What follows belongs to an exercise in optimizing a design on an open flow for small area, a short achievable clock period and few clock cycles; a production flow would make more cautious choices. RTL that was checked went through simulation tests only; none was proved equivalent to the original.

==> inputs of job 8498 <==
// mext_top
module mext_top (
    input  logic        rst_n,           
    input  logic        clk,             
    input  logic [31:0] alu_operand_1,
    input  logic [31:0] alu_operand_2,
    input  logic [3:0]  alu_m_ops,
    input  logic        stall_i,
    input  logic        flush_i,
    output logic        mul_req_o,
    output logic        mul_ack_o,
    output logic [31:0] alu_m_result_o
);
==> module mext_top, before the edit <==
module mext_top (
    input  logic        rst_n,           
    input  logic        clk,             
    input  logic [31:0] alu_operand_1,
    input  logic [31:0] alu_operand_2,
    input  logic [3:0]  alu_m_ops,
    input  logic        stall_i,
    input  logic        flush_i,
    output logic        mul_req_o,
    output logic        mul_ack_o,
    output logic [31:0] alu_m_result_o
);
localparam int LK = 2;          
localparam int K  = 1 << LK;    
localparam int DW = 32 + K;      
localparam int CW = 4;           
logic [3:0]  op;
logic [31:0] a, b;
assign op = alu_m_ops;
assign a  = alu_operand_1;
assign b  = alu_operand_2;
logic is_div, is_mul, div_sgn, a_neg, b_neg, b_zero;
assign is_div  = op[3];
assign is_mul  = ~op[3] & op[2];
assign div_sgn = is_div & ~op[0];
assign a_neg   = div_sgn & a[31];
assign b_neg   = div_sgn & b[31];
assign b_zero  = (b == 32'd0);
logic        xa, xb;
logic [63:0] ms, mc;
assign xa = ~(op[1] & op[0]) & a[31];
assign xb = ~op[1] & b[31];
mul33cs u_mul (.a({xa, a}), .b({xb, b}), .s(ms), .c(mc));
logic [31:0] a_abs, b_abs;
assign a_abs = a_neg ? (~a + 32'd1) : a;
assign b_abs = b_neg ? (~b + 32'd1) : b;
logic [31:0] a_oc, b_oc;
logic [5:0]  lza, lzb;
logic        a_p2, b_p2;
assign a_oc = a_neg ? ~a : a;
assign b_oc = b_neg ? ~b : b;
lzc32 u_lza (.x(a_oc), .n(lza));
lzc32 u_lzb (.x(b_oc), .n(lzb));
assign a_p2 = a_neg & (((a_oc >> 1) & ~a_oc) == 32'd0);
assign b_p2 = b_neg & (((b_oc >> 1) & ~b_oc) == 32'd0);
logic signed [7:0] nbits;
assign nbits = $signed({2'b0, lzb}) - $signed({2'b0, lza}) + $signed({7'b0, a_p2})
             - $signed({7'b0, b_p2}) + 8'sd1;
logic div_now;       
assign div_now = b_zero | (nbits <= 2);
logic [CW-1:0] ncyc;
logic [5:0]    shamt;
always_comb begin
    ncyc  = '0;
    shamt = 6'd1;
    if (!div_now) begin
        shamt = (6'(nbits - 8'sd3) | 6'(K - 1)) + 6'd2;
        ncyc  = CW'((shamt - 6'd1) >> LK);
    end
end
logic [DW-1:0] b_al;
assign b_al = DW'({{(DW-32){1'b0}}, b_abs} << shamt);
logic          held_ff, ack_ff;
logic [CW-1:0] cnt_ff;
logic [63:0]   s_ff;        
logic [63:0]   c_ff;        
logic [1:0]    sel_ff;      
logic          neg_ff;      
logic take;
assign take = ~stall_i;
logic          iter;
logic [31:0]   r_it, q_it;       
logic [31:0]   rlast, qlast;     
logic [DW-1:0] d_cur;
assign iter  = (cnt_ff != '0);
assign d_cur = c_ff[DW-1:0];
always_comb begin
    logic [DW-1:0] t;
    logic [32:0]   diff;
    logic          ge;
    r_it  = s_ff[31:0];
    q_it  = s_ff[63:32];
    rlast = '0;
    qlast = '0;
    for (int j = 0; j < K; j++) begin
        t    = d_cur >> j;
        diff = {1'b0, r_it} - {1'b0, t[31:0]};
        ge   = ~diff[32] & (t[DW-1:32] == '0);
        if (ge) r_it = diff[31:0];
        q_it = {q_it[30:0], ge};
        if (j == 1) begin
            rlast = r_it;
            qlast = q_it;
        end
    end
end
always_ff @(posedge clk or negedge rst_n) begin
    if (~rst_n) begin
        held_ff <= 1'b0;
        ack_ff  <= 1'b0;
    end else if (flush_i) begin
        held_ff <= 1'b0;
        ack_ff  <= 1'b0;
    end else if (take) begin
        held_ff <= is_div | is_mul;
        ack_ff  <= is_mul | (is_div & div_now);
    end else begin
        ack_ff  <= ack_ff | (held_ff & (cnt_ff == CW'(1)));
    end
end
always_ff @(posedge clk) begin
    if (take) begin
        cnt_ff <= is_div ? ncyc : '0;
        sel_ff <= {is_div, is_div ? op[1] : (op[1:0] != 2'b00)};
        neg_ff <= op[1] ? a_neg : ((a_neg ^ b_neg) & ~b_zero);
        if (is_div) begin
            s_ff           <= {{32{b_zero}}, a_abs};
            c_ff[DW-1:0]   <= b_al;
        end else begin
            s_ff           <= ms;
            c_ff[DW-1:0]   <= mc[DW-1:0];
        end
        c_ff[63:DW] <= mc[63:DW];
    end else if (iter) begin
        cnt_ff       <= cnt_ff - CW'(1);
        s_ff         <= {q_it, r_it};
        c_ff[DW-1:0] <= d_cur >> K;
    end
end
logic [63:0] prod;
assign prod = s_ff + c_ff;
logic [31:0] dv, dv_o;
assign dv   = sel_ff[0] ? rlast : qlast;
assign dv_o = neg_ff ? (~dv + 32'd1) : dv;
assign alu_m_result_o = sel_ff[1] ? dv_o : (sel_ff[0] ? prod[63:32] : prod[31:0]);
assign mul_req_o      = held_ff;
assign mul_ack_o      = ack_ff;
endmodule
export LEC_CHECK = 0
export ABC_AREA = 0
export CAP_MARGIN = 20
export CORE_MARGIN = 2
export CORE_UTILIZATION = 40
export SETUP_SLACK_MARGIN = 5
export SLEW_MARGIN = 20
create_clock -name core_clock -period 14.5 [get_ports {clk}]
standard.sh (not shown) runs the stock make flow with config.mk's settings and CLKGATE_MAP_FILE= SYNTH_SCRIPT=/design/flow/synth_recipe.tcl, a recipe that flattens the netlist after the stock synthesis.
==> flow/flow/run.sh <==
#!/bin/bash
set -euo pipefail
bash standard.sh synth > synth.log 2>&1
R=orfs/results/${FLOW_PLATFORM}/mext_top/base
cp $R/1_2_yosys.v 1_2_yosys.orig.v
python3 flow/fa_polarity.py 1_2_yosys.orig.v $R/1_2_yosys.v > fa_polarity.log 2>&1
rm -f $R/1_synth.odb
bash standard.sh synth > synth_odb.log 2>&1
bash standard.sh finish "BUFFER_PORTS_ARGS=-buffer_cell sky130_fd_sc_hd__buf_4" > layout.log 2>&1
Other scripts of this flow, unchanged in this note and not shown: flow/flow/fa_polarity.py
==> job 2086: changes against job 8498 <==
--- a/flow/design.v
+++ b/flow/design.v
@@ -4181,18 +4181,11 @@
 logic [31:0] a_abs, b_abs;
 assign a_abs = a_neg ? (~a + 32'd1) : a;
 assign b_abs = b_neg ? (~b + 32'd1) : b;
-logic [31:0] a_oc, b_oc;
-logic [5:0]  lza, lzb;
-logic        a_p2, b_p2;
-assign a_oc = a_neg ? ~a : a;
-assign b_oc = b_neg ? ~b : b;
-lzc32 u_lza (.x(a_oc), .n(lza));
-lzc32 u_lzb (.x(b_oc), .n(lzb));
-assign a_p2 = a_neg & (((a_oc >> 1) & ~a_oc) == 32'd0);
-assign b_p2 = b_neg & (((b_oc >> 1) & ~b_oc) == 32'd0);
+logic [5:0] lza, lzb;
+lzc32 u_lza (.x(a_neg ? ~a : a), .n(lza));
+lzc32 u_lzb (.x(b_neg ? ~b : b), .n(lzb));
 logic signed [7:0] nbits;
-assign nbits = $signed({2'b0, lzb}) - $signed({2'b0, lza}) + $signed({7'b0, a_p2})
-             - $signed({7'b0, b_p2}) + 8'sd1;
+assign nbits = $signed({2'b0, lzb}) - $signed({2'b0, lza}) + $signed({7'b0, a_neg}) + 8'sd1;
 logic div_now;       
 assign div_now = b_zero | (nbits <= 2);
 logic [CW-1:0] ncyc;
==> flow/flow/run.sh (replaced) <==
#!/bin/bash
# Standard layout with two changes in how it is made:
#  1. after the standard synthesis, full adders are re-polarised to drop
#     the inverters between them (fa_polarity.py; same function, same
#     registers and ports);
#  2. timing repair aims below the clock period (SETUP_SLACK_MARGIN); the
#     constraints and the clock period are the design's.
set -euo pipefail
bash standard.sh synth > synth.log 2>&1
R=orfs/results/${FLOW_PLATFORM}/mext_top/base
cp $R/1_2_yosys.v 1_2_yosys.orig.v
python3 flow/fa_polarity.py 1_2_yosys.orig.v $R/1_2_yosys.v > fa_polarity.log 2>&1
rm -f $R/1_synth.odb
bash standard.sh synth > synth_odb.log 2>&1
bash standard.sh finish SETUP_SLACK_MARGIN=6 > layout.log 2>&1
--- a/flow/config.mk
+++ b/flow/config.mk
@@ -5,7 +5,7 @@
 export SDC_FILE = /design/flow/constraint.sdc
 export NUM_CORES = 4
 export LEC_CHECK = 0
-export ABC_AREA = 0
+export ABC_AREA = 1
 export CAP_MARGIN = 20
 export CORE_MARGIN = 2
 export CORE_UTILIZATION = 40
==> notes <==
In job 2086 the non-clock buffer count is higher than in job 8498, by 150.
Critical path depth: job 8498 is higher than job 2086 (23).
In sequential cell count, job 2086 and job 8498 do not differ.
Against job 2086, the register-to-register slack of job 8498 is worse by 1.6 ns.
Between job 8498 and job 2086, the lower core utilization is in job 8498 (gap 3.1 points).
Against job 8498, the global-route usage of job 2086 is higher by 3.8 points.
In job 2086 the hold slack is lower than in job 8498, by 0.011 ns.
Of job 8498 and job 2086, job 2086 has the higher cell count (gap 16%, measured against job 2086).
Testbench counts of job 8498, summed over its fixed seeds: cycles 15,731.
For job 2086, only the layout was checked, not whether the RTL still works.


==> inputs of run K <==
Another version of the RTL of mext_top (not shown whole).
==> module mext_top, before the edit <==
module mext_top (
    input  logic        rst_n,           
    input  logic        clk,             
    input  logic [31:0] alu_operand_1,
    input  logic [31:0] alu_operand_2,
    input  logic [3:0]  alu_m_ops,
    input  logic        stall_i,
    input  logic        flush_i,
    output logic        mul_req_o,
    output logic        mul_ack_o,
    output logic [31:0] alu_m_result_o
);
localparam int LK = 2;          
localparam int K  = 1 << LK;    
localparam int DW = 32 + K;      
localparam int CW = 4;           
logic [3:0]  op;
logic [31:0] a, b;
assign op = alu_m_ops;
assign a  = alu_operand_1;
assign b  = alu_operand_2;
logic is_div, is_mul, div_sgn, a_neg, b_neg, b_zero;
assign is_div  = op[3];
assign is_mul  = ~op[3] & op[2];
assign div_sgn = is_div & ~op[0];
assign a_neg   = div_sgn & a[31];
assign b_neg   = div_sgn & b[31];
assign b_zero  = (b == 32'd0);
logic        xa, xb;
logic [63:0] ms, mc;
assign xa = ~(op[1] & op[0]) & a[31];
assign xb = ~op[1] & b[31];
mul33cs u_mul (.a({xa, a}), .b({xb, b}), .s(ms), .c(mc));
logic [31:0] a_abs, b_abs;
assign a_abs = a_neg ? (~a + 32'd1) : a;
assign b_abs = b_neg ? (~b + 32'd1) : b;
logic [5:0] lza, lzb;
lzc32 u_lza (.x(a_neg ? ~a : a), .n(lza));
lzc32 u_lzb (.x(b_neg ? ~b : b), .n(lzb));
logic signed [7:0] nbits;
assign nbits = $signed({2'b0, lzb}) - $signed({2'b0, lza}) + $signed({7'b0, a_neg}) + 8'sd1;
logic div_now;       
assign div_now = b_zero | (nbits <= 2);
logic [CW-1:0] ncyc;
logic [5:0]    shamt;
always_comb begin
    ncyc  = '0;
    shamt = 6'd1;
    if (!div_now) begin
        shamt = (6'(nbits - 8'sd3) | 6'(K - 1)) + 6'd2;
        ncyc  = CW'((shamt - 6'd1) >> LK);
    end
end
logic [DW-1:0] b_al;
assign b_al = DW'({{(DW-32){1'b0}}, b_abs} << shamt);
logic          held_ff, ack_ff;
logic [CW-1:0] cnt_ff;
logic [63:0]   s_ff;        
logic [63:0]   c_ff;        
logic [1:0]    sel_ff;      
logic          neg_ff;      
logic take;
assign take = ~stall_i;
logic          iter;
logic [31:0]   r_it, q_it;
logic [DW-1:0] d_cur;
assign iter  = (cnt_ff != '0);
assign d_cur = c_ff[DW-1:0];
always_comb begin
    logic [DW-1:0] t;
    logic [32:0]   diff;
    logic          ge;
    r_it = s_ff[31:0];
    q_it = s_ff[63:32];
    for (int j = 0; j < K; j++) begin
        t    = d_cur >> j;
        diff = {1'b0, r_it} - {1'b0, t[31:0]};
        ge   = ~diff[32] & (t[DW-1:32] == '0);
        if (ge) r_it = diff[31:0];
        q_it = {q_it[30:0], ge};
    end
end
always_ff @(posedge clk or negedge rst_n) begin
    if (~rst_n) begin
        held_ff <= 1'b0;
        ack_ff  <= 1'b0;
    end else if (flush_i) begin
        held_ff <= 1'b0;
        ack_ff  <= 1'b0;
    end else if (take) begin
        held_ff <= is_div | is_mul;
        ack_ff  <= is_mul | (is_div & div_now);
    end else begin
        ack_ff  <= ack_ff | (held_ff & (cnt_ff == CW'(1)));
    end
end
always_ff @(posedge clk) begin
    if (take) begin
        cnt_ff <= is_div ? ncyc : '0;
        sel_ff <= {is_div, is_div ? op[1] : (op[1:0] != 2'b00)};
        neg_ff <= op[1] ? a_neg : ((a_neg ^ b_neg) & ~b_zero);
        if (is_div) begin
            s_ff           <= {{32{b_zero}}, a_abs};
            c_ff[DW-1:0]   <= b_al;
        end else begin
            s_ff           <= ms;
            c_ff[DW-1:0]   <= mc[DW-1:0];
        end
        c_ff[63:DW] <= mc[63:DW];
    end else if (iter) begin
        cnt_ff       <= cnt_ff - CW'(1);
        s_ff         <= {q_it, r_it};
        c_ff[DW-1:0] <= d_cur >> K;
    end
end
logic [63:0] prod;
assign prod = s_ff + c_ff;
logic [31:0] rlast, qlast;
always_comb begin
    logic [DW-1:0] t;
    logic [32:0]   diff;
    logic          ge;
    rlast = s_ff[31:0];
    qlast = s_ff[63:32];
    for (int j = 0; j < 2; j++) begin
        t    = d_cur >> j;
        diff = {1'b0, rlast} - {1'b0, t[31:0]};
        ge   = ~diff[32] & (t[DW-1:32] == '0);
        if (ge) rlast = diff[31:0];
        qlast = {qlast[30:0], ge};
    end
end
logic [31:0] dv, dv_o;
assign dv   = sel_ff[0] ? rlast : qlast;
assign dv_o = neg_ff ? (~dv + 32'd1) : dv;
assign alu_m_result_o = sel_ff[1] ? dv_o : (sel_ff[0] ? prod[63:32] : prod[31:0]);
assign mul_req_o      = held_ff;
assign mul_ack_o      = ack_ff;
endmodule
==> flow/config.mk <==
export PLATFORM = sky130hd
export DESIGN_NAME = mext_top
export DESIGN_NICKNAME = mext_top
export VERILOG_FILES = /design/flow/design.v
export SDC_FILE = /design/flow/constraint.sdc
export NUM_CORES = 4
export LEC_CHECK = 0
export ABC_AREA = 1
export CAP_MARGIN = 20
export CORE_MARGIN = 2
export CORE_UTILIZATION = 40
export SETUP_SLACK_MARGIN = 5
export SLEW_MARGIN = 20
==> flow/constraint.sdc <==
create_clock -name core_clock -period 14.5 [get_ports {clk}]
set_input_delay 2.9000 -clock core_clock [delete_from_list [all_inputs] [get_ports {clk}]]
set_output_delay 2.9000 -clock core_clock [all_outputs]
set_load 0.01 [all_outputs]
run.sh (not shown) runs the stock make flow with config.mk's settings and CLKGATE_MAP_FILE= SYNTH_SCRIPT=/design/flow/synth_recipe.tcl, a recipe that flattens the netlist after the stock synthesis.
Stock flow here: none of the scripts above is used.
==> inputs of run M, as changes to run K <==
--- a/flow/design.v
+++ b/flow/design.v
@@ -4188,13 +4188,13 @@
 assign nbits = $signed({2'b0, lzb}) - $signed({2'b0, lza}) + $signed({7'b0, a_neg}) + 8'sd1;
 logic div_now;       
-assign div_now = b_zero | (nbits <= 2);
+assign div_now = b_zero | (nbits <= 0);
 logic [CW-1:0] ncyc;
 logic [5:0]    shamt;
 always_comb begin
     ncyc  = '0;
-    shamt = 6'd1;
+    shamt = '0;
     if (!div_now) begin
-        shamt = (6'(nbits - 8'sd3) | 6'(K - 1)) + 6'd2;
-        ncyc  = CW'((shamt - 6'd1) >> LK);
+        shamt = 6'(nbits - 8'sd1) | 6'(K - 1);
+        ncyc  = CW'(shamt >> LK) + CW'(1);
     end
 end
@@ -4263,21 +4263,6 @@
 logic [63:0] prod;
 assign prod = s_ff + c_ff;
-logic [31:0] rlast, qlast;
-always_comb begin
-    logic [DW-1:0] t;
-    logic [32:0]   diff;
-    logic          ge;
-    rlast = s_ff[31:0];
-    qlast = s_ff[63:32];
-    for (int j = 0; j < 2; j++) begin
-        t    = d_cur >> j;
-        diff = {1'b0, rlast} - {1'b0, t[31:0]};
-        ge   = ~diff[32] & (t[DW-1:32] == '0);
-        if (ge) rlast = diff[31:0];
-        qlast = {qlast[30:0], ge};
-    end
-end
 logic [31:0] dv, dv_o;
-assign dv   = sel_ff[0] ? rlast : qlast;
+assign dv   = sel_ff[0] ? s_ff[31:0] : s_ff[63:32];
 assign dv_o = neg_ff ? (~dv + 32'd1) : dv;
 assign alu_m_result_o = sel_ff[1] ? dv_o : (sel_ff[0] ? prod[63:32] : prod[31:0]);
--- a/flow/config.mk
+++ b/flow/config.mk
@@ -9,5 +9,5 @@
 export CAP_MARGIN = 20
 export CORE_MARGIN = 2
-export CORE_UTILIZATION = 40
-export SETUP_SLACK_MARGIN = 5
+export CORE_UTILIZATION = 60
+export SETUP_SLACK_MARGIN = 4.5
 export SLEW_MARGIN = 20
==> qor summary <==
metric	run K	run M
Result of the run	finished clean	finished clean
Average cell area after synthesis	6.90 um^2	6.94 um^2
Number of detailed-route iterations in the first pass	9	12
Area fraction of clock buffers and clock inverters	1.12%	1.16%
Buffer count excluding the clock tree in the final layout	315	282
Parity-gate share of the synthesized area counting xor and xnor cells	12.6%	13.2%
Die width	348 um	284 um
Depth of the critical timing path with buffers and inverters included	38	50
Die area	0.121 mm^2	0.0807 mm^2
Via count normalized by instance count	6.17	6.84
Crit Reg-Reg Startpoint	c_ff[9]	c_ff[35]
Sum of routed wire segments on met1	89.6 mm	72.6 mm
Worst setup timing slack at the placement stage	2.50 ns	1.68 ns
Testbench counts of run K, summed over its fixed seeds: cycles 15,872.
The RTL of run M was laid out without a check of its function.

port drivers added, routing unchanged:
Ports are ideal in the flow. The routed layouts listed here were re-timed in OpenROAD. Step 1 (the two cells are an assumption about what drives the block):
set clk [get_ports {clk}]
set_driving_cell -lib_cell sky130_fd_sc_hd__clkbuf_16 $clk
set_driving_cell -lib_cell sky130_fd_sc_hd__buf_2 [delete_from_list [all_inputs] $clk]
Step 2 times the ports against the registers' clock, not the clock port: input delays grow and output delays shrink by t, the midpoint of the rising clock arrivals with the driver on. Slacks: ideal / step 1 / step 2; pairs: ideal / step 1.
run | shift t [ns] | slack for setup (ns) | worst setup path at the end | latest minus earliest clock arrival (ns) | slew at the worst register clock pin (ns)
job 8498 | 0.525 | 3.716 / 3.716 / 3.716 | register to register | 0.018 / 0.018 | 0.08 / 0.08
job 2086 | 0.531 | 5.114 / 5.057 / 5.293 | register to register | 0.014 / 0.014 | 0.07 / 0.07
run K | 0.544 | 5.174 / 5.120 / 4.712 | input to register | 0.020 / 0.020 | 0.09 / 0.09
run M | 0.512 | 4.649 / 4.649 / 4.199 | input to register | 0.018 / 0.017 | 0.08 / 0.08
After both steps every run listed still meets setup and hold. For run K, which loses most, drivers alone change the setup slack by -0.054 ns; drivers and shift together by -0.462 ns.
